What follows belongs to an exercise in optimizing a design on an open flow for small area, a short achievable clock period and few clock cycles; a production flow would make more cautious choices. At most, simulation tests tie the RTL to the original design; equivalence was not proved. The RTL of runs 1 to 5 was laid out without a check of its function.

==> design.v <==
module alu_top(
    input wire clk,
    input wire reset,
    input wire [7:0] operand_a,
    input wire [7:0] operand_b,
    input wire [1:0] operation,
    input wire start,
    output reg [15:0] result,
    output wire ready,
    output reg overflow,
    output reg zero
);
    wire [7:0] a = operand_a;
    wire [7:0] b = operand_b;
    function [9:0] brow(input [7:0] m, input one, input two, input neg, input ext);
        reg [9:0] m1, m2;
        begin
            m1 = {{2{ext & m[7]}}, m};
            m2 = {ext & m[7], m, 1'b0};
            brow = (({10{one}} & m1) | ({10{two}} & m2)) ^ {10{neg}};
        end
    endfunction
    function [2:0] benc(input [2:0] x);
        benc = {x[1] ^ x[0], (x[2] & ~x[1] & ~x[0]) | (~x[2] & x[1] & x[0]), x[2]};
    endfunction
    reg busy;           
    reg is_div;         
    reg [1:0] cnt;      
    reg flag;           
    reg [7:0] M;        
    reg [16:0] W;       
    wire [7:0] R = W[15:8];
    wire [7:0] QL = W[7:0];
    wire [11:0] P = W[11:0];
    wire [4:0] ah = W[16:12];
    wire is_mul_in = operation[1] & ~operation[0];
    wire [2:0] e0 = benc({a[1:0], 1'b0});
    wire u1_one = is_mul_in ? e0[2] : 1'b1;
    wire u1_two = is_mul_in & e0[1];
    wire u1_neg = is_mul_in ? e0[0] : operation[0];
    wire [9:0] A1 = is_mul_in ? 10'd0 : {2'b00, a};
    wire [9:0] B1 = brow(b, u1_one, u1_two, u1_neg, is_mul_in);
    wire [10:0] S1 = {1'b0, A1} + {1'b0, B1} + {10'd0, u1_neg};
    wire [7:0] s = S1[7:0];
    wire as_ov = (a[7] == (b[7] ^ operation[0])) && (s[7] != a[7]);
    wire lt = S1[9];                                 
    wire lt2 = {1'b0, a} < {b, 1'b0};                
    wire bz = (b == 8'd0);
    wire q7 = ({7'b0, a[7]} >= b);
    wire r7 = q7 ? (a[7] - b[0]) : a[7];
    wire [1:0] x6 = {r7, a[6]};
    wire q6 = ({6'b0, x6} >= b);
    wire [1:0] r6 = q6 ? (x6 - b[1:0]) : x6;
    wire [2:0] x5 = {r6, a[5]};
    wire q5 = ({5'b0, x5} >= b);
    wire [2:0] r5 = q5 ? (x5 - b[2:0]) : x5;
    wire [2:0] e2 = benc(ah[2:0]);
    wire [2:0] e3 = benc(ah[4:2]);
    wire [9:0] row2 = brow(M, e2[2], e2[1], e2[0], 1'b1);
    wire [9:0] row3 = brow(M, e3[2], e3[1], e3[0], 1'b1);
    wire [11:0] cx = {{4{P[11]}}, P[11:4]};
    wire [11:0] cy = {{2{row2[9]}}, row2};
    wire [11:0] cz = {row3, e3[0], e3[0]};
    wire [11:0] cs = cx ^ cy ^ cz;
    wire [11:0] cc = {(cx[10:0] & cy[10:0]) | (cx[10:0] & cz[10:0]) | (cy[10:0] & cz[10:0]), e3[0]};
    wire [11:0] DA = is_div ? {3'b000, R, QL[7]} : cs;
    wire [11:0] DB = is_div ? {4'b1111, ~M} : cc;
    wire d_ci = is_div | e2[0];
    wire [12:0] T = {1'b0, DA} + {1'b0, DB} + {12'd0, d_ci};
    wire qa = ~T[11];
    wire [7:0] Ra = qa ? T[7:0] : {R[6:0], QL[7]};
    wire [2:0] e1 = benc(a[3:1]);
    wire u2_one = busy | e1[2];
    wire u2_two = ~busy & e1[1];
    wire u2_neg = busy | e1[0];
    wire [9:0] A2 = busy ? {1'b0, Ra, QL[6]} : {{2{S1[9]}}, S1[9:2]};
    wire [9:0] B2 = brow(busy ? M : b, u2_one, u2_two, u2_neg, ~busy);
    wire [10:0] S2 = {1'b0, A2} + {1'b0, B2} + {10'd0, u2_neg};
    wire qb = ~S2[9];
    wire [7:0] Rb = qb ? S2[7:0] : {Ra[6:0], QL[6]};
    wire [11:0] p01 = {S2[9:0], S1[1:0]};            
    wire fast = ~operation[1] | (operation[0] & lt2);
    wire last = busy & (~is_div | cnt[1]);
    assign ready = (start & fast) | last;
    always @(posedge clk or posedge reset) begin
        if (reset) busy <= 1'b0;
        else busy <= busy ? ~last : (start & ~fast);
    end
    always @(posedge clk) begin
        if (!busy) begin
            M <= b;
            is_div <= operation[0];
            cnt <= 2'd0;
            flag <= bz | (~operation[0] & (a == 8'd0));
            W <= operation[0] ? {1'b0, 5'b0, r5, a[4:0], q7, q6, q5} : {a[7:3], p01};
        end else begin
            cnt <= cnt + 2'd1;
            W <= {1'b0, Rb, QL[5:0], qa, qb};
        end
    end
    always @(*) begin
        if (busy) begin
            if (is_div) begin
                result = {Ra, QL[6:0], qa};
                overflow = flag;
                zero = 1'b0;
            end else begin
                result = {T[11:0], P[3:0]};
                overflow = 1'b0;
                zero = flag;
            end
        end else if (operation[1]) begin
            result = lt ? {a, 8'h00} : {s, 8'h01};
            overflow = 1'b0;
            zero = lt;
        end else begin
            result = {{8{s[7]}}, s};
            overflow = as_ov;
            zero = (s == 8'd0);
        end
    end
endmodule
==> run.sh <==
#!/bin/bash
# synth_recipe.tcl (not shown) runs the flow's synth.tcl, then flattens the netlist and writes it again
# the make line also repeats each setting of config.mk as NAME=value (left out here)
make -C /OpenROAD-flow-scripts/flow DESIGN_CONFIG=/design/flow/config.mk WORK_HOME=/design/flow/orfs CLKGATE_MAP_FILE= SYNTH_SCRIPT=/design/flow/synth_recipe.tcl finish
==> config.mk <==
export PLATFORM = sky130hd
export DESIGN_NAME = alu_top
export DESIGN_NICKNAME = alu_top
export VERILOG_FILES = /design/flow/design.v
export SDC_FILE = /design/flow/constraint.sdc
export NUM_CORES = 4
export LEC_CHECK = 0
export ABC_AREA = 1
export CAP_MARGIN = 20
export CORE_MARGIN = 2
export CORE_UTILIZATION = 40
export SETUP_SLACK_MARGIN = 1.0
export SLEW_MARGIN = 20
==> constraint.sdc <==
create_clock -name core_clock -period 7.0 [get_ports {clk}]
set_input_delay 1.4000 -clock core_clock [delete_from_list [all_inputs] [get_ports {clk}]]
set_output_delay 1.4000 -clock core_clock [all_outputs]
set_load 0.01 [all_outputs]
==> results of run 1 <==
metal layers:
layer | wire length (um) | up-vias
li1 | - | 2628
met1 | 7750 | 2505
met2 | 7510 | 248
met3 | 1470 | 29
met4 | 442 | 0
met5 | 0 | -
synth_stat cells (2+ instances only):
cell type / n / area, um^2
sky130_fd_sc_hd__nor2_1: 44 / 165
sky130_fd_sc_hd__xnor2_1: 20 / 175
sky130_fd_sc_hd__a31oi_1: 3 / 18.8
sky130_fd_sc_hd__o221ai_1: 9 / 78.8
sky130_fd_sc_hd__a21boi_0: 3 / 22.5
sky130_fd_sc_hd__fa_1: 17 / 340
sky130_fd_sc_hd__nand3_1: 51 / 255
sky130_fd_sc_hd__nand2_1: 189 / 709
sky130_fd_sc_hd__o21bai_1: 2 / 15.0
sky130_fd_sc_hd__o21a_1: 3 / 22.5
sky130_fd_sc_hd__a21o_1: 4 / 30.0
sky130_fd_sc_hd__o22ai_1: 23 / 144
sky130_fd_sc_hd__nand4_1: 7 / 43.8
sky130_fd_sc_hd__o21ai_0: 62 / 310
sky130_fd_sc_hd__ha_1: 37 / 463
sky130_fd_sc_hd__or2_2: 3 / 18.8
sky130_fd_sc_hd__a21oi_4: 2 / 32.5
sky130_fd_sc_hd__nand2_4: 2 / 22.5
sky130_fd_sc_hd__inv_1: 88 / 330
sky130_fd_sc_hd__nand2_2: 9 / 56.3
sky130_fd_sc_hd__o2111ai_1: 2 / 17.5
sky130_fd_sc_hd__o21ai_1: 4 / 20.0
sky130_fd_sc_hd__a22o_1: 8 / 70.1
sky130_fd_sc_hd__inv_2: 9 / 33.8
sky130_fd_sc_hd__buf_1: 2 / 7.51
sky130_fd_sc_hd__xor2_1: 33 / 289
sky130_fd_sc_hd__buf_2: 5 / 25.0
sky130_fd_sc_hd__nand3_4: 2 / 35.0
sky130_fd_sc_hd__clkinv_1: 3 / 11.3
sky130_fd_sc_hd__nand3b_1: 2 / 15.0
sky130_fd_sc_hd__clkbuf_1: 11 / 41.3
sky130_fd_sc_hd__dfxtp_1: 27 / 541
sky130_fd_sc_hd__nor3_1: 7 / 35.0
sky130_fd_sc_hd__a21oi_1: 26 / 130
sky130_fd_sc_hd__edfxtp_1: 2 / 60.1
sky130_fd_sc_hd__a211oi_1: 3 / 22.5
sky130_fd_sc_hd__o211ai_1: 7 / 52.6
through the flow:
step | worst slack, ps | cell area (um^2) | utilization (%) | hold slack [ps] | std cells
2_1_floorplan | 1680 | 4870 | - | 413 | 749
3_3_place_gp | 503 | 5430 | 45.4 | 420 | 925
3_5_place_dp | 401 | 5430 | 45.4 | 429 | 925
4_1_cts | 815 | 5720 | 47.8 | 436 | 944
5_1_grt | 1000 | 5920 | 49.5 | 446 | 956
6_report | 1170 | 5920 | 49.5 | 435 | 956
sequential cells by signal, indices dropped and copies added (netlist names):
register and count:
cnt 2, busy 1, flag 1, W 17
M 8, is_div 1
critical path, cell delays in order:
cell and delay (ps):
sky130_fd_sc_hd__dlygate4sd2_1 310, sky130_fd_sc_hd__inv_2 110, sky130_fd_sc_hd__nand3_2 130, sky130_fd_sc_hd__inv_4 110
sky130_fd_sc_hd__nand2_4 100, sky130_fd_sc_hd__o22ai_4 140, sky130_fd_sc_hd__xnor2_1 150, sky130_fd_sc_hd__ha_1 310
sky130_fd_sc_hd__nand2_1 80, sky130_fd_sc_hd__nand2_1 70, sky130_fd_sc_hd__a31oi_2 180, sky130_fd_sc_hd__nand2_1 110
sky130_fd_sc_hd__nand2_1 80, sky130_fd_sc_hd__nand2_2 100, sky130_fd_sc_hd__nand2_4 100, sky130_fd_sc_hd__nand2_4 70
sky130_fd_sc_hd__nor2_4 140, sky130_fd_sc_hd__buf_4 130, sky130_fd_sc_hd__inv_2 30, sky130_fd_sc_hd__nor2_1 120
sky130_fd_sc_hd__o21ai_1 100, sky130_fd_sc_hd__nand3_1 100, sky130_fd_sc_hd__dlygate4sd2_1 270
timing repair:
item                                    in CTS  in global routing
resized for setup                           36                 40
endpoints found under the setup margin      23                 26
setup buffers                               11                 12
pin swaps                                    6                 11
kinds of logic (layout without fill, tap and decap cells):
logic type               Yosys count  count (layout)  share of synthesized area (%)
AO/OA/AOI/OAI                    168             168                           21.7
XOR/XNOR                          53              53                           9.53
adder cells (fa/ha/maj)           54              54                           16.5
buffers and inverters            120             180                           9.61
flip-flops                        30              30                           12.8
AND/OR/NAND/NOR                  324             324                           29.8
layout make-up:
| cell class | count | area (um^2) | area share [%] |
|---|---|---|---|
| Clock inverter | 2 | 11.3 | 0.190 |
| Multi-Input combinational cell | 599 | 3930 | 66.4 |
| Timing Repair Buffer | 72 | 647 | 10.9 |
| Clock buffer | 6 | 139 | 2.35 |
| Tap cell | 147 | 184 | 3.11 |
| Inverter | 100 | 385 | 6.51 |
| Sequential cell | 30 | 626 | 10.6 |
path summary, 6_finish.rpt:
path,from,to,slack [ps],depth (start not counted)
worst max-delay path,operand_a[0],result[12],1170,23
worst min-delay path,cnt[0],cnt[0],440,1
worst max register to register,W[14],W[9],1350,33
worst min register to register,cnt[0],cnt[0],440,1
max in group asynchronous,reset,busy,5640,2
min in group asynchronous,reset,busy,1260,2
==> run_results.csv, run 1 <==
group,metric,value,unit
detailed_routing,routed_wl,17.2,mm
detailed_routing,routed_via_density,5.66,
global_routing,pin_count_of_the_biggest_net_entering_global_routing,48,
sta,finalMaxSlewViolations,0,
clock_network,clk_latency,280,ps
critical_path,critPathKind,"input port to output pin",
clock_network,number_of_h_tree_levels,2,
logic_synthesis,postSynthCellCount,749,
cells_and_area,fillers,1205,
detailed_routing,wl_per_cell,18.0,um
logic_synthesis,syn-cell-area,4870,um^2
logic_synthesis,ys_warn_count,1,
critical_path,arrival,4430,ps
detailed_routing,detailroute.via_count,5410,
logic_synthesis,synth_ff_type,"sky130_fd_sc_hd__dfxtp_1",
cells_and_area,antennaDiodeCount,0,
run,max_cap_viol_count,0,
sta,fmax,171,MHz
logic_synthesis,postSynthNetCount,824,
die,start_util,40.7,%
sta,tightestPinTransition,619,ps
place,dpl.hpwl,13.7,mm
sta,fin_setup_tns,0,ps
die,fp.coreArea,12000,um^2
critical_path,timing.critical_path.fanout_max,7,
worst_hold_path,hold_path_class,"flop to flop",
sta,post-route-period-util,83.4,%
global_routing,grtUsageTotal,26.4,%
logic_synthesis,ys_seq_elements,30,
logic_synthesis,synth_edf_count,2,
clock_network,cts_tree,"done",
sta,final_setup_violation_count,0,
logic_synthesis,portion_of_the_post_synthesis_area_used_by_sequential_elements,12.8,%
detailed_routing,drt_first_pass_iters,5,
clock_network,cts_inserted_buffers,5,
global_routing,global_route.overflow_total,0,
detailed_routing,initial_drt_markers,513,
place,place_congestion,0.971,
cells_and_area,area.growth.synth_to_final,21.6,%
critical_path,endpoint_kind_of_the_worst_setup_timing_path,"output pin",
detailed_routing,drc,0,
global_routing,met2_usage,40.8,%
die,dieArea,13100,um^2
sta,grt_setup_unrepaired,"false",
critical_path,cp-start-kind,"input port",
logic_synthesis,syn_area_per_cell,6.50,um^2
global_routing,via_count_of_the_first_global_routing_pass,5028,
logic_synthesis,synth.lib_cells_used.distinct,55,
cells_and_area,final_cell_mix,"sky130_fd_sc_hd__nand2_1, sky130_fd_sc_hd__inv_1, sky130_fd_sc_hd__o21ai_0",
sta,worst_clock_skew,4.38,ps
cells_and_area,layout_nets,883,
run_status,status,"complete, no violations",
die,placementRows,40,
clock_network,clk_transition_reported_paths,60,ps
clock_network,clk_path_buf_depth,2,
die,die_w,114,um
cells_and_area,drive_gt1_share,13.6,%
clock_network,post_cts_hold_buffer_count,0,
logic_synthesis,synthArstFlopShare,3.33,%
detailed_routing,antenna_violating_nets_post_route,0,
global_routing,grt_antenna_before_repair,0,
die,die-height,114,um
critical_path,required,5600,ps
die,pin_count,40,
cells_and_area,mostFrequentLayoutCell,"sky130_fd_sc_hd__nand2_1",
sta,final_hold_viol_count,0,
global_routing,grt.met3_usage,3.07,%
global_routing,grt_pass1_wl,26.8,mm
clock_network,clock_tree_sinks,30,
sta,slew_headroom,58.6,%
place,io_buffers,39,
global_routing,globalRouteMet1Util,38.3,%
sta,min_period,5830,ps
clock_network,cts_root_buffer,"sky130_fd_sc_hd__clkbuf_16",
global_routing,gr-max-usage-layer,"met2",
==> run 2: changes to the inputs <==
--- a/design.v
+++ b/design.v
@@ -39,5 +39,5 @@
     wire u1_two = is_mul_in & e0[1];
     wire u1_neg = is_mul_in ? e0[0] : operation[0];
-    wire [9:0] A1 = is_mul_in ? 10'd0 : {2'b00, a};
+    wire [9:0] A1 = is_mul_in ? {3'b000, a[7], 1'b0, a[5], 1'b0, a[3], 2'b00} : {2'b00, a};
     wire [9:0] B1 = brow(b, u1_one, u1_two, u1_neg, is_mul_in);
     wire [10:0] S1 = {1'b0, A1} + {1'b0, B1} + {10'd0, u1_neg};
@@ -61,10 +61,10 @@
     wire [11:0] cx = {{4{P[11]}}, P[11:4]};
     wire [11:0] cy = {{2{row2[9]}}, row2};
-    wire [11:0] cz = {row3, e3[0], e3[0]};
+    wire [11:0] cz = {row3, 2'b00};
     wire [11:0] cs = cx ^ cy ^ cz;
-    wire [11:0] cc = {(cx[10:0] & cy[10:0]) | (cx[10:0] & cz[10:0]) | (cy[10:0] & cz[10:0]), e3[0]};
+    wire [11:0] cc = {(cx[10:0] & cy[10:0]) | (cx[10:0] & cz[10:0]) | (cy[10:0] & cz[10:0]), 1'b0};
     wire [11:0] DA = is_div ? {3'b000, R, QL[7]} : cs;
     wire [11:0] DB = is_div ? {4'b1111, ~M} : cc;
-    wire d_ci = is_div | e2[0];
+    wire d_ci = is_div;
     wire [12:0] T = {1'b0, DA} + {1'b0, DB} + {12'd0, d_ci};
     wire qa = ~T[11];
@@ -74,7 +74,8 @@
     wire u2_two = ~busy & e1[1];
     wire u2_neg = busy | e1[0];
+    wire u2_ci = busy;
     wire [9:0] A2 = busy ? {1'b0, Ra, QL[6]} : {{2{S1[9]}}, S1[9:2]};
     wire [9:0] B2 = brow(busy ? M : b, u2_one, u2_two, u2_neg, ~busy);
-    wire [10:0] S2 = {1'b0, A2} + {1'b0, B2} + {10'd0, u2_neg};
+    wire [10:0] S2 = {1'b0, A2} + {1'b0, B2} + {10'd0, u2_ci};
     wire qb = ~S2[9];
     wire [7:0] Rb = qb ? S2[7:0] : {Ra[6:0], QL[6]};
==> flow/run.sh (new file) <==
#!/bin/bash
# Standard layout, with the port buffers made of sky130_fd_sc_hd__buf_2 cells
# (buffer_ports otherwise picks the slow clkdlybuf4s50_1). Every port is still buffered.
set -euo pipefail
export BUFFER_PORTS_ARGS="-buffer_cell sky130_fd_sc_hd__buf_2"
bash standard.sh > standard.log 2>&1
==> standard.sh (new file) <==
#!/bin/bash
# synth_recipe.tcl (not shown) runs the flow's synth.tcl, then flattens the netlist and writes it again
# the make line also repeats each setting of config.mk as NAME=value (left out here)
make -C /OpenROAD-flow-scripts/flow DESIGN_CONFIG=/design/flow/config.mk WORK_HOME=/design/flow/orfs CLKGATE_MAP_FILE= SYNTH_SCRIPT=/design/flow/synth_recipe.tcl "${@:-finish}"
--- a/config.mk
+++ b/config.mk
@@ -10,4 +10,4 @@
 export CORE_MARGIN = 2
 export CORE_UTILIZATION = 40
-export SETUP_SLACK_MARGIN = 1.0
+export SETUP_SLACK_MARGIN = 0.2
 export SLEW_MARGIN = 20
removed: run.sh
==> run 2 against run 1 <==
Maximum frequency decreased by 6.7%. Sequential cell count unchanged. Register-to-register slack got worse by 600 ps. Final cell count decreased by 4.5%. Synthesized cell count decreased by 2.3%. Clock-buffer cell count increased by 2. Critical path type is now flop to flop. Global-route usage increased by 1.8 points. Routed wire length increased by 4.6%. Sequential share of layout area increased by 1.0 points. Still clean.
==> run_results.csv, run 2 <==
group,metric,value,unit
detailed_routing,drt_first_pass_iters,5,
global_routing,global_route.overflow_total,0,
clock_network,clock_tree_sinks,30,
worst_hold_path,min_to,"cnt[0]",
global_routing,grt_pass1_wl,28.2,mm
critical_path,crit-reg2reg-launch,"W[16]",
cells_and_area,largest_registers,"W: 17 flops, M: 8 flops, cnt: 2 flops",
worst_hold_path,holdPathStages,1,
clock_network,clk_latency,280,ps
worst_hold_path,holdCritStartpoint,"cnt[0]",
run_status,status,"complete, no violations",
sta,fin_setup_tns,0,ps
cells_and_area,final_core_utilization,45.1,%
critical_path,crit_path_max_incr_delay,510,ps
cells_and_area,fin_area,5390,um^2
critical_path,cell_at_the_slowest_stage_of_the_critical_path,"sky130_fd_sc_hd__dfxtp_1",
global_routing,grtUsageTotal,28.2,%
place,dp_worst_setup_slack,542,ps
die,die-height,115,um
clock_network,cts_inserted_buffers,5,
die,fp.coreArea,12000,um^2
sta,finalWorstSetupSlack,747,ps
cells_and_area,drive_gt1_share,11.2,%
critical_path,setup.reg_to_reg.worst_slack,750,ps
critical_path,cp-start-kind,"flop",
cells_and_area,final_cell_mix,"sky130_fd_sc_hd__nand2_1, sky130_fd_sc_hd__inv_1, sky130_fd_sc_hd__o21ai_0",
clock_network,cts_tree,"done",
run,max_cap_viol_count,0,
logic_synthesis,synth_edf_count,2,
logic_synthesis,syn-cell-area,4900,um^2
sta,tightestPinTransition,812,ps
clock_network,clk_transition_reported_paths,60,ps
critical_path,timing.critical_path.mode_cell,"sky130_fd_sc_hd__nand2_1",
logic_synthesis,synth_ff_type,"sky130_fd_sc_hd__dfxtp_1",
place,dpl.hpwl,14.9,mm
logic_synthesis,post-synth-top-area-cell,"sky130_fd_sc_hd__nand2_1",
logic_synthesis,postSynthCellCount,732,
die,dieArea,13100,um^2
critical_path,r2r_end,"W[15]",
detailed_routing,drc,0,
die,pin_count,40,
logic_synthesis,postSynthNetCount,809,
cells_and_area,area.growth.synth_to_final,10.1,%
logic_synthesis,syn_area_per_cell,6.69,um^2
cells_and_area,mostFrequentLayoutCell,"sky130_fd_sc_hd__nand2_1",
cells_and_area,number_of_flip_flops_under_the_largest_register_name,17,
detailed_routing,routed_wl,18.0,mm
detailed_routing,detailroute.via_count,5222,
critical_path,reg2reg_depth,29,
clock_network,post_cts_hold_buffer_count,0,
logic_synthesis,ys_warn_count,1,
global_routing,pin_count_of_the_biggest_net_entering_global_routing,49,
detailed_routing,antenna_violating_nets_post_route,0,
global_routing,grt_antenna_before_repair,0,
detailed_routing,routed_via_density,5.72,
sta,final_setup_violation_count,0,
logic_synthesis,synth_top_cells_by_count,"sky130_fd_sc_hd__nand2_1, sky130_fd_sc_hd__inv_1, sky130_fd_sc_hd__o21ai_0, sky130_fd_sc_hd__nand3_1, sky130_fd_sc_hd__ha_1",
critical_path,timing.critical_path.fanout_max,13,
cells_and_area,layout_nets,842,
place,placedInstanceArea,5220,um^2
clock_network,cts_root_buffer,"sky130_fd_sc_hd__clkbuf_16",
detailed_routing,wl_per_cell,19.7,um
sta,fmax,160,MHz
logic_synthesis,leading_cell_type_by_number_of_instances_after_synthesis,"sky130_fd_sc_hd__nand2_1",
clock_network,number_of_h_tree_levels,2,
clock_network,clk_path_buf_depth,2,
global_routing,via_count_of_the_first_global_routing_pass,5140,
sta,finalMaxSlewViolations,0,
die,die_w,115,um
cells_and_area,antennaDiodeCount,0,
detailed_routing,initial_drt_markers,462,
sta,min_period,6250,ps
critical_path,endpoint_kind_of_the_worst_setup_timing_path,"flop",
place,io_buffers,39,
worst_hold_path,hold_path_class,"flop to flop",
place,place_congestion,0.959,
logic_synthesis,synth.lib_cells_used.distinct,53,
sta,slew_headroom,45.3,%
sta,worst_clock_skew,5.51,ps
logic_synthesis,portion_of_the_post_synthesis_area_used_by_sequential_elements,12.8,%
logic_synthesis,synth_top_area_share,13.0,%
logic_synthesis,ys_top_cells_by_area,"sky130_fd_sc_hd__nand2_1, sky130_fd_sc_hd__dfxtp_1, sky130_fd_sc_hd__ha_1, sky130_fd_sc_hd__inv_1, sky130_fd_sc_hd__xor2_1",
cells_and_area,most_flops_register,"W",
critical_path,critPathKind,"flop to flop",
logic_synthesis,ys_seq_elements,30,
sta,grt_setup_unrepaired,"false",
sta,post-route-period-util,89.3,%
logic_synthesis,synthArstFlopShare,3.33,%
die,placementRows,40,
die,start_util,40.9,%
critical_path,arrival,6410,ps
critical_path,required,7160,ps
sta,final_hold_viol_count,0,
==> run 2: layout make-up <==
type / count / area [um^2]
Fill cell: 1268 / 6570
Multi-Input combinational cell: 586 / 3810
Sequential cell: 30 / 626
Inverter: 98 / 368
Timing Repair Buffer: 44 / 233
Tap cell: 147 / 184
Clock buffer: 8 / 168
==> run 2: worst max path at each step <==
stage                     slack (ps)    end  depth (start not counted)          from
after global routing             210  W[10]                         29         W[16]
after CTS                        610  W[15]                         30         W[14]
after detailed placement         540  W[15]                         28  operation[0]
after global placement           470  W[10]                         28  operation[0]
final                            750  W[15]                         29         W[16]
after floorplan                 1750  W[10]                         31         W[16]
==> run 2: layer usage <==
metal | GRT usage (%) | vias up | routed length, um
met3 | 4.55 | 40 | 1400
met1 | 35.6 | 2430 | 7460
met4 | 10.7 | 0 | 612
met5 | 0 | - | 0
li1 | - | 2542 | -
met2 | 48.1 | 210 | 8500
==> run 2: critical path: cells and delay by family (launching register included) <==
family | cells | cell delay (ps)
AND/OR/NAND/NOR | 13 | 1770
AO/OA/AOI/OAI | 9 | 1930
flip-flops | 1 | 510
buffers and inverters | 3 | 590
adder cells (fa/ha/maj) | 3 | 1090
XOR/XNOR | 1 | 240
==> run 2: what timing repair did <==
action | in CTS | in global routing
gates resized for setup | 0 | 2
setup buffers | 0 | 0
endpoints found under the setup margin | 0 | 9
==> run 2: cell families (layout without fill, tap and decap cells) <==
logic type      Yosys count  after routing  share of synthesized area, %
flops                    30             30                          12.8
buf+inv                 116            150                          9.40
xor+xnor                 55             55                          10.2
fa+ha+maj                56             56                          16.8
compound gates          176            176                          22.2
simple gates            299            299                          28.7
==> run 2: stage by stage <==
stage / hold slack (ps) / instances
5_1_grt: 460 / 913
4_1_cts: 439 / 913
6_report: 435 / 913
2_1_floorplan: 413 / 732
3_3_place_gp: 421 / 905
3_5_place_dp: 427 / 905
==> run 3: changes to the inputs <==
--- a/design.v
+++ b/design.v
@@ -29,9 +29,10 @@
     reg flag;           
     reg [7:0] M;        
-    reg [16:0] W;       
+    reg [17:0] W;       
     wire [7:0] R = W[15:8];
     wire [7:0] QL = W[7:0];
     wire [11:0] P = W[11:0];
-    wire [4:0] ah = W[16:12];
+    wire [2:0] e2 = W[14:12];
+    wire [2:0] e3 = W[17:15];
     wire is_mul_in = operation[1] & ~operation[0];
     wire [2:0] e0 = benc({a[1:0], 1'b0});
@@ -46,4 +47,6 @@
     wire lt = S1[9];                                 
     wire lt2 = {1'b0, a} < {b, 1'b0};                
+    wire [7:0] zx = a ^ b;
+    wire s_zero = operation[0] ? (zx == 8'd0) : (zx == {a[6:0] | b[6:0], 1'b0});
     wire bz = (b == 8'd0);
     wire q7 = ({7'b0, a[7]} >= b);
@@ -55,6 +58,4 @@
     wire q5 = ({5'b0, x5} >= b);
     wire [2:0] r5 = q5 ? (x5 - b[2:0]) : x5;
-    wire [2:0] e2 = benc(ah[2:0]);
-    wire [2:0] e3 = benc(ah[4:2]);
     wire [9:0] row2 = brow(M, e2[2], e2[1], e2[0], 1'b1);
     wire [9:0] row3 = brow(M, e3[2], e3[1], e3[0], 1'b1);
@@ -94,8 +95,8 @@
             cnt <= 2'd0;
             flag <= bz | (~operation[0] & (a == 8'd0));
-            W <= operation[0] ? {1'b0, 5'b0, r5, a[4:0], q7, q6, q5} : {a[7:3], p01};
+            W <= operation[0] ? {2'b0, 5'b0, r5, a[4:0], q7, q6, q5} : {benc(a[7:5]), benc(a[5:3]), p01};
         end else begin
             cnt <= cnt + 2'd1;
-            W <= {1'b0, Rb, QL[5:0], qa, qb};
+            W <= {2'b0, Rb, QL[5:0], qa, qb};
         end
     end
@@ -118,5 +119,5 @@
             result = {{8{s[7]}}, s};
             overflow = as_ov;
-            zero = (s == 8'd0);
+            zero = s_zero;
         end
     end
==> run 3 against run 2 <==
Via count grew 7.0%. Critical path depth shrank 16. Synthesized area grew 5.0%. Sequential cell count grew 1. Non-clock buffer count shrank 4. Worst setup slack gained 280 ps. Synthesized cell count grew 9.2%. Clock-buffer cell count shrank 1. Die area grew 4.8%.
==> run_results.csv, run 3 <==
group,metric,value,unit
run_status,status,"complete, no violations",
worst_hold_path,hold_path_class,"flop to flop",
logic_synthesis,synth_top_cells_by_count,"sky130_fd_sc_hd__nand2_1, sky130_fd_sc_hd__inv_1, sky130_fd_sc_hd__o21ai_0, sky130_fd_sc_hd__nor2_1, sky130_fd_sc_hd__nand3_1",
sta,finalMaxSlewViolations,0,
detailed_routing,drt_first_pass_iters,5,
logic_synthesis,synth_top_area_share,13.6,%
global_routing,pin_count_of_the_biggest_net_entering_global_routing,46,
die,die_w,117,um
detailed_routing,initial_drt_markers,603,
cells_and_area,most_flops_register,"W",
logic_synthesis,postSynthCellCount,799,
detailed_routing,detailroute.via_count,5589,
critical_path,required,5600,ps
sta,final_setup_violation_count,0,
die,placementRows,41,
logic_synthesis,synth_compound_gate_area_share,19.2,%
global_routing,grt_pass1_wl,26.4,mm
logic_synthesis,syn_area_per_cell,6.43,um^2
detailed_routing,antenna_violating_nets_post_route,0,
die,fp.coreArea,12600,um^2
logic_synthesis,synth_top_family_by_area,"simple AND/OR/NAND/NOR gates",
detailed_routing,drc,0,
sta,final_hold_viol_count,0,
cells_and_area,largest_registers,"W: 18 flops, M: 8 flops, cnt: 2 flops",
critical_path,r2r_end,"W[9]",
clock_network,cts_tree,"done",
logic_synthesis,ys_seq_elements,31,
cells_and_area,final_cell_mix,"sky130_fd_sc_hd__nand2_1, sky130_fd_sc_hd__inv_1, sky130_fd_sc_hd__o21ai_0",
critical_path,critPathKind,"flop to output pin",
clock_network,cts_root_buffer,"sky130_fd_sc_hd__clkbuf_16",
logic_synthesis,portion_of_the_post_synthesis_area_used_by_sequential_elements,12.6,%
logic_synthesis,syn-cell-area,5140,um^2
sta,fmax,167,MHz
critical_path,cp-start-kind,"flop",
detailed_routing,highest-signal-layer,"met4",
clock_network,post_cts_hold_buffer_count,0,
clock_network,number_of_h_tree_levels,2,
critical_path,reg2reg_depth,25,
clock_network,clk_path_buf_depth,2,
sta,post-route-period-util,85.3,%
place,dpl.hpwl,13.9,mm
global_routing,grt_antenna_before_repair,0,
critical_path,timing.critical_path.fanout_max,30,
logic_synthesis,synth_edf_count,2,
global_routing,grtUsageTotal,24.1,%
cells_and_area,layout_nets,909,
place,io_buffers,39,
critical_path,arrival,4570,ps
die,die-height,117,um
run,max_cap_viol_count,0,
cells_and_area,multiInputGateArea,3980,um^2
die,pin_count,40,
detailed_routing,wl_per_cell,17.2,um
sta,grt_setup_unrepaired,"false",
sta,min_period,5970,ps
sta,fin_setup_tns,0,ps
cells_and_area,number_of_flip_flops_under_the_largest_register_name,18,
clock_network,cts_inserted_buffers,5,
cells_and_area,area.growth.synth_to_final,9.15,%
logic_synthesis,post-synth-top-area-cell,"sky130_fd_sc_hd__nand2_1",
detailed_routing,routed_via_density,5.60,
cells_and_area,layout.area.seq,646,um^2
clock_network,clock_tree_sinks,31,
logic_synthesis,synthArstFlopShare,3.23,%
critical_path,crit_end,"result[15]",
critical_path,crit-reg2reg-launch,"is_div",
critical_path,startpoint,"is_div",
place,place_congestion,0.968,
logic_synthesis,synth_adder_area_share,17.7,%
global_routing,via_count_of_the_first_global_routing_pass,5011,
clock_network,post_cts_resized,0,
logic_synthesis,postSynthNetCount,883,
sta,slew_headroom,35.1,%
logic_synthesis,post_synth_and_or_nand_nor_area_fraction,30.3,%
global_routing,global_route.overflow_total,0,
place,placedInstanceArea,5450,um^2
logic_synthesis,synth.lib_cells_used.distinct,52,
logic_synthesis,leading_cell_type_by_number_of_instances_after_synthesis,"sky130_fd_sc_hd__nand2_1",
cells_and_area,mostFrequentLayoutCell,"sky130_fd_sc_hd__nand2_1",
logic_synthesis,ys_top_cells_by_area,"sky130_fd_sc_hd__nand2_1, sky130_fd_sc_hd__ha_1, sky130_fd_sc_hd__dfxtp_1, sky130_fd_sc_hd__inv_1, sky130_fd_sc_hd__o21ai_0",
critical_path,setup.reg_to_reg.worst_slack,1260,ps
cells_and_area,antennaDiodeCount,0,
critical_path,endpoint_kind_of_the_worst_setup_timing_path,"output pin",
cells_and_area,fillers,1364,
sta,worst_clock_skew,5.81,ps
detailed_routing,detail_route.wirelength.met1,7.71,mm
clock_network,post_cts.repair.setup_buffers,0,
detailed_routing,met2_length,7.83,mm
cells_and_area,drive_gt1_share,8.96,%
logic_synthesis,synth_ff_type,"sky130_fd_sc_hd__dfxtp_1",
logic_synthesis,yosys-mux-area-fraction,0,%
sta,tightestPinTransition,948,ps
detailed_routing,routed_wl,17.1,mm
clock_network,clk_latency,280,ps
logic_synthesis,xor_and_xnor_fraction_of_the_mapped_netlist_area,10.4,%
logic_synthesis,ys_warn_count,1,
detailed_routing,wl_met3,1.12,mm
cells_and_area,fin_area,5610,um^2
die,dieArea,13800,um^2
die,start_util,40.9,%
clock_network,clk_transition_reported_paths,60,ps
## run 3: changes by cell type after synthesis, moves of 6 or more
cell                       previous run  this run
sky130_fd_sc_hd__nand2_4              6         0
sky130_fd_sc_hd__inv_1               92        98
sky130_fd_sc_hd__nor2_1              39        66
sky130_fd_sc_hd__o211ai_1            10         4
sky130_fd_sc_hd__ha_1                40        47
sky130_fd_sc_hd__xnor2_1             16        23
sky130_fd_sc_hd__nand2_1            170       186
sky130_fd_sc_hd__nand4_1              8        18
sky130_fd_sc_hd__o21ai_1             10         1
sky130_fd_sc_hd__nand3_1             45        56
## run 3: stage by stage
| stage | hold slack, ps | std cells | worst slack, ps | utilization [%] |
|---|---|---|---|---|
| CTS | 437 | 998 | 1070 | 44.6 |
| floorplan | 413 | 799 | 1750 | - |
| global route | 461 | 998 | 649 | 44.6 |
| detailed placement | 429 | 990 | 1120 | 43.4 |
| finish | 436 | 998 | 1030 | 44.6 |
| global placement | 422 | 990 | 1190 | 43.4 |
## run 3: worst max-delay path, stage by stage, from the launching register on
cell and delay [ps]:
sky130_fd_sc_hd__edfxtp_1 850, sky130_fd_sc_hd__inv_1 640, sky130_fd_sc_hd__o21ai_0 380, sky130_fd_sc_hd__ha_1 340, sky130_fd_sc_hd__a21oi_1 250, sky130_fd_sc_hd__o21ai_0 160, sky130_fd_sc_hd__nand2_1 120, sky130_fd_sc_hd__nand3_1 150
sky130_fd_sc_hd__nand2_2 190, sky130_fd_sc_hd__nand2_1 300, sky130_fd_sc_hd__o21ai_0 530, sky130_fd_sc_hd__nor2_1 80, sky130_fd_sc_hd__o21ai_1 150, sky130_fd_sc_hd__buf_2 140
## run 3: worst min-delay path by stage
stage | startpoint | end | slack (ps) | cells after the start
finish | cnt[0] | cnt[0] | 440 | 1
global route | cnt[0] | cnt[0] | 460 | 1
detailed placement | cnt[0] | cnt[0] | 430 | 1
CTS | cnt[0] | cnt[0] | 440 | 1
floorplan | cnt[0] | cnt[0] | 410 | 1
global placement | cnt[0] | cnt[0] | 420 | 1
## run 3: cells by family after synthesis
logic type,count (synthesis)
XOR/XNOR,61
buffers and inverters,128
flip-flops,31
adder cells (fa/ha/maj),63
AO/OA/AOI/OAI,161
AND/OR/NAND/NOR,355
## run 3: layout make-up
cell class / count / share of cell area [%]
Multi-Input combinational cell: 640 / 71.0
Sequential cell: 31 / 11.5
Inverter: 107 / 7.20
Tap cell: 172 / 3.84
Timing Repair Buffer: 40 / 3.61
Clock buffer: 7 / 2.72
Clock inverter: 1 / 0.112
## run 3: layer usage
metal	vias up	GRT usage [%]
met1	2573	34.0
met2	252	39.6
li1	2731	-
met5	-	0
met4	0	7.00
met3	33	1.65
==> run 4: changes to the inputs <==
--- a/design.v
+++ b/design.v
@@ -29,10 +29,9 @@
     reg flag;           
     reg [7:0] M;        
-    reg [17:0] W;       
+    reg [16:0] W;       
     wire [7:0] R = W[15:8];
     wire [7:0] QL = W[7:0];
-    wire [11:0] P = W[11:0];
-    wire [2:0] e2 = W[14:12];
-    wire [2:0] e3 = W[17:15];
+    wire [13:0] P = W[13:0];                         
+    wire [2:0] e3 = W[16:14];
     wire is_mul_in = operation[1] & ~operation[0];
     wire [2:0] e0 = benc({a[1:0], 1'b0});
@@ -49,4 +48,13 @@
     wire [7:0] zx = a ^ b;
     wire s_zero = operation[0] ? (zx == 8'd0) : (zx == {a[6:0] | b[6:0], 1'b0});
+    wire [2:0] e1 = benc(a[3:1]);
+    wire [2:0] e2 = benc(a[5:3]);
+    wire [9:0] row1 = brow(b, e1[2], e1[1], e1[0], 1'b1);
+    wire [9:0] row2 = brow(b, e2[2], e2[1], e2[0], 1'b1);
+    wire [11:0] cx = {{4{S1[9]}}, S1[9:2]};
+    wire [11:0] cy = {{2{row1[9]}}, row1};
+    wire [11:0] cz = {row2, 2'b00};
+    wire [11:0] cs = cx ^ cy ^ cz;
+    wire [11:0] cc = {(cx[10:0] & cy[10:0]) | (cx[10:0] & cz[10:0]) | (cy[10:0] & cz[10:0]), 1'b0};
     wire bz = (b == 8'd0);
     wire q7 = ({7'b0, a[7]} >= b);
@@ -58,28 +66,18 @@
     wire q5 = ({5'b0, x5} >= b);
     wire [2:0] r5 = q5 ? (x5 - b[2:0]) : x5;
-    wire [9:0] row2 = brow(M, e2[2], e2[1], e2[0], 1'b1);
-    wire [9:0] row3 = brow(M, e3[2], e3[1], e3[0], 1'b1);
-    wire [11:0] cx = {{4{P[11]}}, P[11:4]};
-    wire [11:0] cy = {{2{row2[9]}}, row2};
-    wire [11:0] cz = {row3, 2'b00};
-    wire [11:0] cs = cx ^ cy ^ cz;
-    wire [11:0] cc = {(cx[10:0] & cy[10:0]) | (cx[10:0] & cz[10:0]) | (cy[10:0] & cz[10:0]), 1'b0};
-    wire [11:0] DA = is_div ? {3'b000, R, QL[7]} : cs;
-    wire [11:0] DB = is_div ? {4'b1111, ~M} : cc;
-    wire d_ci = is_div;
-    wire [12:0] T = {1'b0, DA} + {1'b0, DB} + {12'd0, d_ci};
-    wire qa = ~T[11];
+    wire d_one = is_div | e3[2];
+    wire d_two = ~is_div & e3[1];
+    wire d_neg = is_div | e3[0];
+    wire [9:0] DA = is_div ? {1'b0, R, QL[7]} : {{2{P[13]}}, P[13:6]};
+    wire [9:0] DB = brow(M, d_one, d_two, d_neg, ~is_div);
+    wire [10:0] T = {1'b0, DA} + {1'b0, DB} + {10'd0, is_div};
+    wire qa = ~T[9];
     wire [7:0] Ra = qa ? T[7:0] : {R[6:0], QL[7]};
-    wire [2:0] e1 = benc(a[3:1]);
-    wire u2_one = busy | e1[2];
-    wire u2_two = ~busy & e1[1];
-    wire u2_neg = busy | e1[0];
-    wire u2_ci = busy;
-    wire [9:0] A2 = busy ? {1'b0, Ra, QL[6]} : {{2{S1[9]}}, S1[9:2]};
-    wire [9:0] B2 = brow(busy ? M : b, u2_one, u2_two, u2_neg, ~busy);
-    wire [10:0] S2 = {1'b0, A2} + {1'b0, B2} + {10'd0, u2_ci};
-    wire qb = ~S2[9];
+    wire [11:0] A2 = busy ? {3'b000, Ra, QL[6]} : cs;
+    wire [11:0] B2 = busy ? {4'b1111, ~M} : cc;
+    wire [12:0] S2 = {1'b0, A2} + {1'b0, B2} + {12'd0, busy};
+    wire qb = ~S2[11];
     wire [7:0] Rb = qb ? S2[7:0] : {Ra[6:0], QL[6]};
-    wire [11:0] p01 = {S2[9:0], S1[1:0]};            
+    wire [13:0] p012 = {S2[11:0], S1[1:0]};
     wire fast = ~operation[1] | (operation[0] & lt2);
     wire last = busy & (~is_div | cnt[1]);
@@ -95,8 +93,8 @@
             cnt <= 2'd0;
             flag <= bz | (~operation[0] & (a == 8'd0));
-            W <= operation[0] ? {2'b0, 5'b0, r5, a[4:0], q7, q6, q5} : {benc(a[7:5]), benc(a[5:3]), p01};
+            W <= operation[0] ? {1'b0, 5'b0, r5, a[4:0], q7, q6, q5} : {benc(a[7:5]), p012};
         end else begin
             cnt <= cnt + 2'd1;
-            W <= {2'b0, Rb, QL[5:0], qa, qb};
+            W <= {1'b0, Rb, QL[5:0], qa, qb};
         end
     end
@@ -108,5 +106,5 @@
                 zero = 1'b0;
             end else begin
-                result = {T[11:0], P[3:0]};
+                result = {T[9:0], P[5:0]};
                 overflow = 1'b0;
                 zero = flag;
--- a/config.mk
+++ b/config.mk
@@ -10,4 +10,5 @@
 export CORE_MARGIN = 2
 export CORE_UTILIZATION = 40
+export CTS_BUF_LIST = sky130_fd_sc_hd__clkbuf_8
 export SETUP_SLACK_MARGIN = 0.2
 export SLEW_MARGIN = 20
==> run 4 against run 3 <==
Largest cell class unchanged. Critical path depth increased by 17. Clock-buffer cell count down 1. Worst setup slack worse by 290 ps. Design area shrank 2.7%.
==> run_results.csv, run 4 <==
group,metric,value,unit
sta,worst_hold_slack,436,ps
cells_and_area,most_flops_register,"W",
global_routing,grtUsageTotal,28.8,%
cells_and_area,largest_registers,"W: 17 flops, M: 8 flops, cnt: 2 flops",
cells_and_area,layout_nets,868,
logic_synthesis,synth_edf_count,10,
logic_synthesis,synth.lib_cells_used.distinct,49,
place,place_congestion,1.04,
logic_synthesis,ys_top_cells_by_area,"sky130_fd_sc_hd__nand2_1, sky130_fd_sc_hd__ha_1, sky130_fd_sc_hd__dfxtp_1, sky130_fd_sc_hd__xor2_1, sky130_fd_sc_hd__inv_1",
sta,worst_clock_skew,17.9,ps
global_routing,grt_antenna_before_repair,0,
logic_synthesis,synth_top_family_by_area,"simple AND/OR/NAND/NOR gates",
clock_network,cts_inserted_buffers,5,
critical_path,cell_at_the_slowest_stage_of_the_critical_path,"sky130_fd_sc_hd__xor2_1",
logic_synthesis,postSynthCellCount,748,
logic_synthesis,syn_area_per_cell,6.60,um^2
die,pin_count,40,
global_routing,grt_pass1_wl,29.1,mm
die,die-height,115,um
logic_synthesis,synth_top_cells_by_count,"sky130_fd_sc_hd__nand2_1, sky130_fd_sc_hd__inv_1, sky130_fd_sc_hd__o21ai_0, sky130_fd_sc_hd__ha_1, sky130_fd_sc_hd__nand3_1",
clock_network,clk_latency,300,ps
run,max_cap_viol_count,0,
logic_synthesis,yosys-mux-area-fraction,0,%
sta,fmax,160,MHz
clock_network,cts_root_buffer,"sky130_fd_sc_hd__clkbuf_8",
cells_and_area,area.growth.synth_to_final,10.5,%
place,dpl.hpwl,15.1,mm
die,placementRows,40,
die,fp.coreArea,12000,um^2
die,dieArea,13300,um^2
logic_synthesis,xor_and_xnor_fraction_of_the_mapped_netlist_area,11.7,%
sta,slew_headroom,44.0,%
critical_path,endpoint_kind_of_the_worst_setup_timing_path,"flop",
place,io_buffers,39,
run_status,status,"complete, no violations",
logic_synthesis,syn-cell-area,4940,um^2
cells_and_area,drive_gt1_share,11.7,%
clock_network,clk_transition_reported_paths,70,ps
critical_path,timing.critical_path.mode_cell,"sky130_fd_sc_hd__nand2_1",
cells_and_area,layout.area.seq,706,um^2
critical_path,critPathKind,"input port to flop",
logic_synthesis,synth_top_area_share,14.7,%
detailed_routing,wl_per_cell,19.5,um
detailed_routing,drt_first_pass_iters,5,
sta,min_period,6260,ps
clock_network,clock_tree_sinks,30,
critical_path,cp-start-kind,"input port",
logic_synthesis,synth_ff_type,"sky130_fd_sc_hd__dfxtp_1",
sta,final_hold_viol_count,0,
logic_synthesis,post_synth_and_or_nand_nor_area_fraction,27.7,%
cells_and_area,final_cell_mix,"sky130_fd_sc_hd__nand2_1, sky130_fd_sc_hd__inv_1, sky130_fd_sc_hd__o21ai_0",
clock_network,number_of_h_tree_levels,2,
global_routing,pin_count_of_the_biggest_net_entering_global_routing,45,
cells_and_area,multiInputGateArea,3780,um^2
logic_synthesis,postSynthNetCount,828,
sta,final_setup_violation_count,0,
global_routing,global_route.overflow_total,0,
sta,grt_setup_unrepaired,"false",
logic_synthesis,synth_adder_area_share,16.8,%
detailed_routing,initial_drt_markers,543,
detailed_routing,routed_via_density,5.77,
logic_synthesis,ys_seq_elements,30,
logic_synthesis,synth_compound_gate_area_share,20.4,%
worst_hold_path,hold_path_class,"flop to flop",
global_routing,via_count_of_the_first_global_routing_pass,5253,
cells_and_area,number_of_flip_flops_under_the_largest_register_name,17,
detailed_routing,routed_wl,18.3,mm
logic_synthesis,ys_warn_count,1,
cells_and_area,mostFrequentLayoutCell,"sky130_fd_sc_hd__nand2_1",
logic_synthesis,leading_cell_type_by_number_of_instances_after_synthesis,"sky130_fd_sc_hd__nand2_1",
critical_path,required,7190,ps
detailed_routing,antenna_violating_nets_post_route,0,
sta,finalMaxSlewViolations,0,
clock_network,cts_tree,"done",
critical_path,timing.critical_path.fanout_max,9,
critical_path,arrival,6450,ps
detailed_routing,drc,0,
clock_network,post_cts_hold_buffer_count,0,
critical_path,crit_path_max_incr_delay,480,ps
cells_and_area,fillers,1283,
die,die_w,115,um
die,start_util,41.1,%
logic_synthesis,synthArstFlopShare,3.33,%
clock_network,clk_path_buf_depth,2,
sta,fin_setup_tns,0,ps
logic_synthesis,post-synth-top-area-cell,"sky130_fd_sc_hd__nand2_1",
sta,post-route-period-util,89.4,%
logic_synthesis,portion_of_the_post_synthesis_area_used_by_sequential_elements,14.3,%
detailed_routing,detailroute.via_count,5404,
cells_and_area,antennaDiodeCount,0,
sta,tightestPinTransition,831,ps
==> run 4: cell types whose count changed after synthesis, moves of 5 or more <==
cell                       previous run  this run
sky130_fd_sc_hd__a21oi_1             23        29
sky130_fd_sc_hd__nor2_1              66        40
sky130_fd_sc_hd__o21ai_1              1         8
sky130_fd_sc_hd__inv_1               98        85
sky130_fd_sc_hd__o22ai_1             25        31
sky130_fd_sc_hd__o21bai_1             6         1
sky130_fd_sc_hd__o21ai_0             67        55
sky130_fd_sc_hd__edfxtp_1             2        10
sky130_fd_sc_hd__o221ai_1             9        16
sky130_fd_sc_hd__dfxtp_1             28        19
sky130_fd_sc_hd__a22o_1               7         0
sky130_fd_sc_hd__nand2_1            186       194
sky130_fd_sc_hd__nand3_1             56        42
sky130_fd_sc_hd__nand4_1             18         7
==> run 4: routing by layer <==
layer / track usage [%] / part of all wire (%) / up-vias
met4: 9.08 / 3.2 / 0
met3: 3.48 / 7.5 / 38
met5: 0 / 0 / -
met2: 49.8 / 48 / 259
li1: - / - / 2605
met1: 37.4 / 42 / 2502
==> run 4: cell families after synthesis <==
kind of cell | count (synthesis)
DFF | 30
and+or+nand+nor | 314
AOI/OAI and AO/OA | 165
xor gates and xnor gates | 64
adders and majority gates | 59
buffers and inverters | 116
==> run 4: layout make-up <==
type,count,share of cell area (%)
sequential,30,12.9
clock buffer,6,1.51
timing repair buffer,47,4.68
tap,147,3.37
clock inverter,2,1.10
inverter,102,7.08
multi-input combinational,602,69.3
==> run 4: stage by stage <==
step                      instance area, um^2  std cells  utilization, %  setup slack [ps]
after floorplan                          4940        748               -              1110
after global placement                   5300        927            44.1               566
after detailed placement                 5300        927            44.1               388
after CTS                                5450        935            45.3               695
after global routing                     5460        936            45.4               219
final                                    5460        936            45.4               740
==> run 4: worst paths after layout <==
check	depth (start not counted)	slack (ps)	to	from
worst max-delay path	30	740	W[10]	operation[0]
worst min-delay path	1	440	cnt[0]	cnt[0]
worst max register to register	29	1160	W[14]	is_div
worst min register to register	1	440	cnt[0]	cnt[0]
max in group asynchronous	2	6000	busy	reset
min in group asynchronous	2	920	busy	reset
==> run 4: critical path: cells and delay by family <==
family	cells	cell delay (ps)
buffers and inverters	4	630
XOR/XNOR	3	840
AND/OR/NAND/NOR	13	1540
adder cells (fa/ha/maj)	2	530
AO/OA/AOI/OAI	8	1500
==> run 4: what timing repair did <==
item / CTS / global route
buffers inserted: 0 / 1
endpoints found under the setup margin: 0 / 9
resized for setup: 0 / 3
==> run 5: changes to the inputs <==
--- a/config.mk
+++ b/config.mk
@@ -9,6 +9,6 @@
 export CAP_MARGIN = 20
 export CORE_MARGIN = 2
-export CORE_UTILIZATION = 40
+export CORE_UTILIZATION = 70
 export CTS_BUF_LIST = sky130_fd_sc_hd__clkbuf_8
-export SETUP_SLACK_MARGIN = 0.2
+export SETUP_SLACK_MARGIN = 1.8
 export SLEW_MARGIN = 20
==> run 5 against run 4 <==
The flow now stops in global routing. Synthesized area did not move. Synthesized cell count did not move.
==> run_results.csv, run 5 <==
group,metric,value,unit
run_status,status,"stopped before the end",
run_status,stop_stage,"global routing",
run_status,error_line,"[ERROR GRT-0232] Routing congestion too high. Check the congestion heatmap in the GUI.",
global_routing,global_route.overflow_total,124,
die,start_util,72.7,%
clock_network,cts_root_buffer,"sky130_fd_sc_hd__clkbuf_8",
sta,endpoint_type,"sequential cell input",
global_routing,grtUsageTotal,80.1,%
place,io_buffers,39,
logic_synthesis,ys_seq_elements,30,
logic_synthesis,postSynthNetCount,828,
logic_synthesis,synthArstFlopShare,3.33,%
logic_synthesis,post-synth-top-area-cell,"sky130_fd_sc_hd__nand2_1",
place,place_congestion,1.10,
clock_network,number_of_h_tree_levels,2,
global_routing,pin_count_of_the_biggest_net_entering_global_routing,45,
die,placementRows,30,
sta,repair-timing-grt-worst-ep,"W[14]$_DFF_P_/D",
logic_synthesis,portion_of_the_post_synthesis_area_used_by_sequential_elements,14.3,%
die,die_w,88.0,um
logic_synthesis,synth_top_area_share,14.7,%
logic_synthesis,ys_warn_count,1,
logic_synthesis,syn_area_per_cell,6.60,um^2
clock_network,clock_tree_sinks,30,
logic_synthesis,synth_ff_type,"sky130_fd_sc_hd__dfxtp_1",
logic_synthesis,synth.lib_cells_used.distinct,49,
logic_synthesis,ys_top_cells_by_area,"sky130_fd_sc_hd__nand2_1, sky130_fd_sc_hd__ha_1, sky130_fd_sc_hd__dfxtp_1, sky130_fd_sc_hd__xor2_1, sky130_fd_sc_hd__inv_1",
logic_synthesis,leading_cell_type_by_number_of_instances_after_synthesis,"sky130_fd_sc_hd__nand2_1",
clock_network,cts_inserted_buffers,5,
logic_synthesis,synth_edf_count,10,
logic_synthesis,syn-cell-area,4940,um^2
die,pin_count,40,
die,die-height,88.0,um
logic_synthesis,postSynthCellCount,748,
place,dp_worst_setup_slack,977,ps
logic_synthesis,synth_top_cells_by_count,"sky130_fd_sc_hd__nand2_1, sky130_fd_sc_hd__inv_1, sky130_fd_sc_hd__o21ai_0, sky130_fd_sc_hd__ha_1, sky130_fd_sc_hd__nand3_1",
place,dpl.hpwl,13.2,mm
place,placedInstanceArea,5310,um^2
clock_network,clk_path_buf_depth,2,
[run 5: per-stage QoR]
step / cells / hold WS (ps)
global placement: 874 / 421
floorplan: 748 / 413
CTS: 915 / 438
detailed placement: 874 / 427
[run 5: worst max-delay path by stage]
| stage | startpoint | to | slack [ps] | depth (start not counted) |
|---|---|---|---|---|
| 2_1_floorplan | operation[0] | W[14] | 1700 | 28 |
| 3_3_place_gp | operation[0] | W[12] | 1120 | 30 |
| 3_5_place_dp | operation[0] | W[15] | 980 | 30 |
| 4_1_cts | operation[0] | result[12] | 1710 | 19 |
[run 5: layer usage]
layer	GRT overflow	track usage, %
met1	2	76.8
met2	75	100
met3	0	60.4
met4	47	91.3
met5	0	12.3
[run 5: kinds of logic after synthesis]
group                      share of synthesized area [%]
AOI/OAI and AO/OA                                   20.4
xor gates and xnor gates                            11.7
adders and majority gates                           16.8
buffers and inverters                               9.20
DFF                                                 14.3
and+or+nand+nor                                     27.7
[run 5: timing repair]
action,CTS
gates resized for setup,64
pin swaps,26
buffers inserted,33
setup endpoints to repair,25
hold buffers,0
==> run 6: changes to the inputs <==
--- a/design.v
+++ b/design.v
@@ -34,27 +34,24 @@
     wire [13:0] P = W[13:0];                         
     wire [2:0] e3 = W[16:14];
-    wire is_mul_in = operation[1] & ~operation[0];
-    wire [2:0] e0 = benc({a[1:0], 1'b0});
-    wire u1_one = is_mul_in ? e0[2] : 1'b1;
-    wire u1_two = is_mul_in & e0[1];
-    wire u1_neg = is_mul_in ? e0[0] : operation[0];
-    wire [9:0] A1 = is_mul_in ? {3'b000, a[7], 1'b0, a[5], 1'b0, a[3], 2'b00} : {2'b00, a};
-    wire [9:0] B1 = brow(b, u1_one, u1_two, u1_neg, is_mul_in);
-    wire [10:0] S1 = {1'b0, A1} + {1'b0, B1} + {10'd0, u1_neg};
+    wire [9:0] B1 = {2'b00, b} ^ {10{operation[0]}};
+    wire [10:0] S1 = {3'b000, a} + {1'b0, B1} + {10'd0, operation[0]};
     wire [7:0] s = S1[7:0];
     wire as_ov = (a[7] == (b[7] ^ operation[0])) && (s[7] != a[7]);
     wire lt = S1[9];                                 
     wire lt2 = {1'b0, a} < {b, 1'b0};                
-    wire [7:0] zx = a ^ b;
-    wire s_zero = operation[0] ? (zx == 8'd0) : (zx == {a[6:0] | b[6:0], 1'b0});
+    wire [2:0] e0 = benc({a[1:0], 1'b0});
     wire [2:0] e1 = benc(a[3:1]);
     wire [2:0] e2 = benc(a[5:3]);
-    wire [9:0] row1 = brow(b, e1[2], e1[1], e1[0], 1'b1);
-    wire [9:0] row2 = brow(b, e2[2], e2[1], e2[0], 1'b1);
-    wire [11:0] cx = {{4{S1[9]}}, S1[9:2]};
-    wire [11:0] cy = {{2{row1[9]}}, row1};
-    wire [11:0] cz = {row2, 2'b00};
-    wire [11:0] cs = cx ^ cy ^ cz;
-    wire [11:0] cc = {(cx[10:0] & cy[10:0]) | (cx[10:0] & cz[10:0]) | (cy[10:0] & cz[10:0]), 1'b0};
+    wire [9:0] r0 = brow(b, e0[2], e0[1], e0[0], 1'b1);
+    wire [9:0] r1 = brow(b, e1[2], e1[1], e1[0], 1'b1);
+    wire [9:0] r2 = brow(b, e2[2], e2[1], e2[0], 1'b1);
+    wire [13:0] mx = {{4{r0[9]}}, r0};
+    wire [13:0] my = {{2{r1[9]}}, r1, 1'b0, e0[0]};
+    wire [13:0] mz = {r2, 1'b0, e1[0], 2'b00};
+    wire [13:0] mv = {7'b0, a[7], 1'b0, e2[0], 4'b0};
+    wire [13:0] s1 = mx ^ my ^ mz;
+    wire [13:0] k1 = {(mx[12:0] & my[12:0]) | (mx[12:0] & mz[12:0]) | (my[12:0] & mz[12:0]), 1'b0};
+    wire [13:0] s2 = s1 ^ k1 ^ mv;
+    wire [13:0] k2 = {(s1[12:0] & k1[12:0]) | (s1[12:0] & mv[12:0]) | (k1[12:0] & mv[12:0]), 1'b0};
     wire bz = (b == 8'd0);
     wire q7 = ({7'b0, a[7]} >= b);
@@ -74,10 +71,10 @@
     wire qa = ~T[9];
     wire [7:0] Ra = qa ? T[7:0] : {R[6:0], QL[7]};
-    wire [11:0] A2 = busy ? {3'b000, Ra, QL[6]} : cs;
-    wire [11:0] B2 = busy ? {4'b1111, ~M} : cc;
+    wire [11:0] A2 = busy ? {3'b000, Ra, QL[6]} : s2[13:2];
+    wire [11:0] B2 = busy ? {4'b1111, ~M} : k2[13:2];
     wire [12:0] S2 = {1'b0, A2} + {1'b0, B2} + {12'd0, busy};
     wire qb = ~S2[11];
     wire [7:0] Rb = qb ? S2[7:0] : {Ra[6:0], QL[6]};
-    wire [13:0] p012 = {S2[11:0], S1[1:0]};
+    wire [13:0] p012 = {S2[11:0], s2[1:0]};
     wire fast = ~operation[1] | (operation[0] & lt2);
     wire last = busy & (~is_div | cnt[1]);
@@ -117,5 +114,5 @@
             result = {{8{s[7]}}, s};
             overflow = as_ov;
-            zero = s_zero;
+            zero = (s == 8'd0);
         end
     end
--- a/config.mk
+++ b/config.mk
@@ -11,4 +11,4 @@
 export CORE_UTILIZATION = 70
 export CTS_BUF_LIST = sky130_fd_sc_hd__clkbuf_8
-export SETUP_SLACK_MARGIN = 1.8
+export SETUP_SLACK_MARGIN = 1.3
 export SLEW_MARGIN = 20
==> run 6 against run 5 <==
Now clean on timing, DRC and antenna. Synthesized cell count is 6.8% higher. Synthesized area rose by 4.0%.
==> run_results.csv, run 6 <==
group,metric,value,unit
run_status,status,"complete, no violations",
logic_synthesis,post-synth-top-area-cell,"sky130_fd_sc_hd__nand2_1",
global_routing,global_route.overflow_total,0,
clock_network,cts_inserted_buffers,5,
critical_path,startpoint,"operand_a[5]",
sta,worst_clock_skew,15.1,ps
detailed_routing,detailroute.via_count,5823,
detailed_routing,highest-signal-layer,"met4",
cells_and_area,largest_registers,"W: 17 flops, M: 8 flops, cnt: 2 flops",
critical_path,crit_path_max_incr_delay,510,ps
cells_and_area,final_cell_mix,"sky130_fd_sc_hd__nand2_1, sky130_fd_sc_hd__inv_1, sky130_fd_sc_hd__nand3_1",
die,die_w,89.7,um
critical_path,timing.critical_path.fanout_max,15,
logic_synthesis,synth_top_area_share,15.9,%
logic_synthesis,yosys-mux-area-fraction,0,%
logic_synthesis,post_synth_and_or_nand_nor_area_fraction,31.1,%
worst_hold_path,holdCritStartpoint,"cnt[0]",
critical_path,reg2reg_depth,27,
critical_path,endpoint_kind_of_the_worst_setup_timing_path,"flop",
sta,final_hold_viol_count,0,
logic_synthesis,syn_area_per_cell,6.43,um^2
critical_path,cp_num_cells,22,
die,die-height,89.7,um
sta,min_period,5340,ps
critical_path,r2r_end,"W[15]",
logic_synthesis,portion_of_the_post_synthesis_area_used_by_sequential_elements,13.7,%
clock_network,clk_path_buf_depth,2,
clock_network,cts_root_buffer,"sky130_fd_sc_hd__clkbuf_8",
sta,post-route-period-util,76.3,%
global_routing,grt_pass1_wl,25.1,mm
clock_network,clk_latency,290,ps
critical_path,setup.reg_to_reg.worst_slack,1770,ps
critical_path,crit-reg2reg-launch,"is_div",
cells_and_area,area.growth.synth_to_final,6.87,%
place,placedInstanceArea,5380,um^2
place,place_congestion,0.982,
critical_path,critPathKind,"input port to flop",
logic_synthesis,synth_top_cells_by_count,"sky130_fd_sc_hd__nand2_1, sky130_fd_sc_hd__inv_1, sky130_fd_sc_hd__nand3_1, sky130_fd_sc_hd__ha_1, sky130_fd_sc_hd__xor2_1",
sta,slew_headroom,45.7,%
logic_synthesis,synthArstFlopShare,3.33,%
logic_synthesis,ys_top_cells_by_area,"sky130_fd_sc_hd__nand2_1, sky130_fd_sc_hd__ha_1, sky130_fd_sc_hd__inv_1, sky130_fd_sc_hd__xor2_1, sky130_fd_sc_hd__dfxtp_1",
detailed_routing,drc,0,
critical_path,crit_end,"W[15]",
logic_synthesis,synth_ff_type,"sky130_fd_sc_hd__dfxtp_1",
die,dieArea,8040,um^2
logic_synthesis,postSynthNetCount,886,
cells_and_area,fin_area,5490,um^2
logic_synthesis,synth_compound_gate_area_share,16.3,%
place,placed_cells_incl_taps,919,
critical_path,critPathTopFamily,"adder cells",
cells_and_area,layout_nets,917,
detailed_routing,wl_met3,1.95,mm
logic_synthesis,syn-cell-area,5140,um^2
die,fp.coreArea,7180,um^2
die,pin_count,40,
place,io_buffers,39,
critical_path,timing.critical_path.mode_cell,"sky130_fd_sc_hd__nand2_1",
sta,fin_setup_tns,0,ps
cells_and_area,number_of_flip_flops_under_the_largest_register_name,17,
global_routing,via_count_of_the_first_global_routing_pass,5117,
run,max_cap_viol_count,0,
global_routing,grt_antenna_before_repair,0,
detailed_routing,routed_via_density,6.26,
worst_hold_path,hold_path_class,"flop to flop",
critical_path,required,7170,ps
## run 6: changes by cell type after synthesis, sizes merged, moves of 5 or more
cell,previous run,this run
fa,12,18
nand3,46,67
o21ai,63,51
xnor2,25,13
o221ai,16,8
buf,4,9
inv,94,114
nand2,203,228
xor2,39,44
## run 6: layout make-up
type | instances | area, um^2
tap | 99 | 124
timing repair buffer | 44 | 233
clock buffer | 5 | 68.8
fill | 595 | 1690
clock inverter | 3 | 13.8
multi-input combinational | 630 | 3890
inverter | 119 | 450
sequential | 30 | 706
## run 6: kinds of logic after synthesis
family                   Yosys count
XOR/XNOR                          57
AND/OR/NAND/NOR                  365
AO/OA/AOI/OAI                    142
buffers and inverters            139
adder cells (fa/ha/maj)           66
flip-flops                        30
## run 6: worst min-delay path by stage
stage | cells after the start | end | slack, ps
final | 1 | cnt[0] | 480
after global routing | 1 | cnt[0] | 480
after CTS | 1 | cnt[0] | 480
after detailed placement | 1 | cnt[0] | 470
after global placement | 1 | cnt[0] | 420
after floorplan | 1 | cnt[0] | 410
## run 6: what timing repair did
action,in CTS,in global routing
resized for setup,0,1
hold buffers,0,0
buffers inserted,0,3
setup endpoints to repair,0,16
## run 6: per-stage QoR
stage | hold slack [ps] | setup WS (ps) | utilization (%)
3_5_place_dp | 465 | 1450 | 75.0
3_3_place_gp | 420 | 1620 | 75.0
5_1_grt | 482 | 1360 | 76.5
4_1_cts | 475 | 1470 | 76.1
6_report | 482 | 1660 | 76.5
2_1_floorplan | 413 | 2100 | -
## run 6: worst register-to-register path, stage by stage, from the launching register on
cell and delay (ps):
sky130_fd_sc_hd__edfxtp_1 570, sky130_fd_sc_hd__clkinvlp_4 380, sky130_fd_sc_hd__nand2_1 270, sky130_fd_sc_hd__o22ai_1 110, sky130_fd_sc_hd__xor2_1 230, sky130_fd_sc_hd__ha_1 330, sky130_fd_sc_hd__a21oi_1 200, sky130_fd_sc_hd__nand2_1 90
sky130_fd_sc_hd__nand2_1 70, sky130_fd_sc_hd__nand3_2 140, sky130_fd_sc_hd__nand3_2 160, sky130_fd_sc_hd__nand2_2 190, sky130_fd_sc_hd__inv_1 270, sky130_fd_sc_hd__nand2_1 100, sky130_fd_sc_hd__nand2_1 190, sky130_fd_sc_hd__o21ai_1 100
sky130_fd_sc_hd__ha_1 440, sky130_fd_sc_hd__nand2_1 110, sky130_fd_sc_hd__nor2_1 110, sky130_fd_sc_hd__nand2_1 70, sky130_fd_sc_hd__nand2_1 140, sky130_fd_sc_hd__nand2_1 110, sky130_fd_sc_hd__nand2_1 140, sky130_fd_sc_hd__nand2_1 150
sky130_fd_sc_hd__nand2_1 200, sky130_fd_sc_hd__nand3_1 100, sky130_fd_sc_hd__nand2_1 80, sky130_fd_sc_hd__o21ai_1 60
## run 6: metal layers
metal	vias up	GRT usage (%)
met5	-	0
met4	0	14.2
met3	66	8.96
met2	440	66.4
met1	2623	53.1
li1	2694	-
Testbench counts of run 6, summed over its fixed seeds: cycles 4,589.

==> afterwards: timing with drivers on the ports <==
How much do the figures lean on ideal ports? The routed layouts below were timed once more, with nothing changed but the port constraints. Step 1 (the two cells are an assumption about what drives the block):
set clk [get_ports {clk}]
set_driving_cell -lib_cell sky130_fd_sc_hd__clkbuf_16 $clk
set_driving_cell -lib_cell sky130_fd_sc_hd__buf_2 [delete_from_list [all_inputs] $clk]
Step 2 moves the port delays by t, midway between the first and last clock arrival at a register: inputs arrive t later, outputs are due t later. That takes back most of the time a late clock gives input paths. Slacks: ideal ports / drivers / drivers and shift; pairs: ideal ports / drivers.
run | t, ns | setup slack, ns | latest minus earliest clock arrival (ns)
run 1 | 0.312 | 1.165 / 1.146 / 1.048 | 0.005 / 0.005
run 2 | 0.316 | 0.747 / 0.747 / 0.576 | 0.005 / 0.006
run 3 | 0.312 | 1.027 / 0.991 / 0.995 | 0.006 / 0.006
run 4 | 0.330 | 0.740 / 0.756 / 0.426 | 0.018 / 0.018
run 6 | 0.308 | 1.656 / 1.665 / 1.357 | 0.015 / 0.015
After both steps setup and hold are still met in every run listed. For run 4, which loses most, drivers alone change the setup slack by +0.016 ns; drivers and shift together by -0.314 ns.
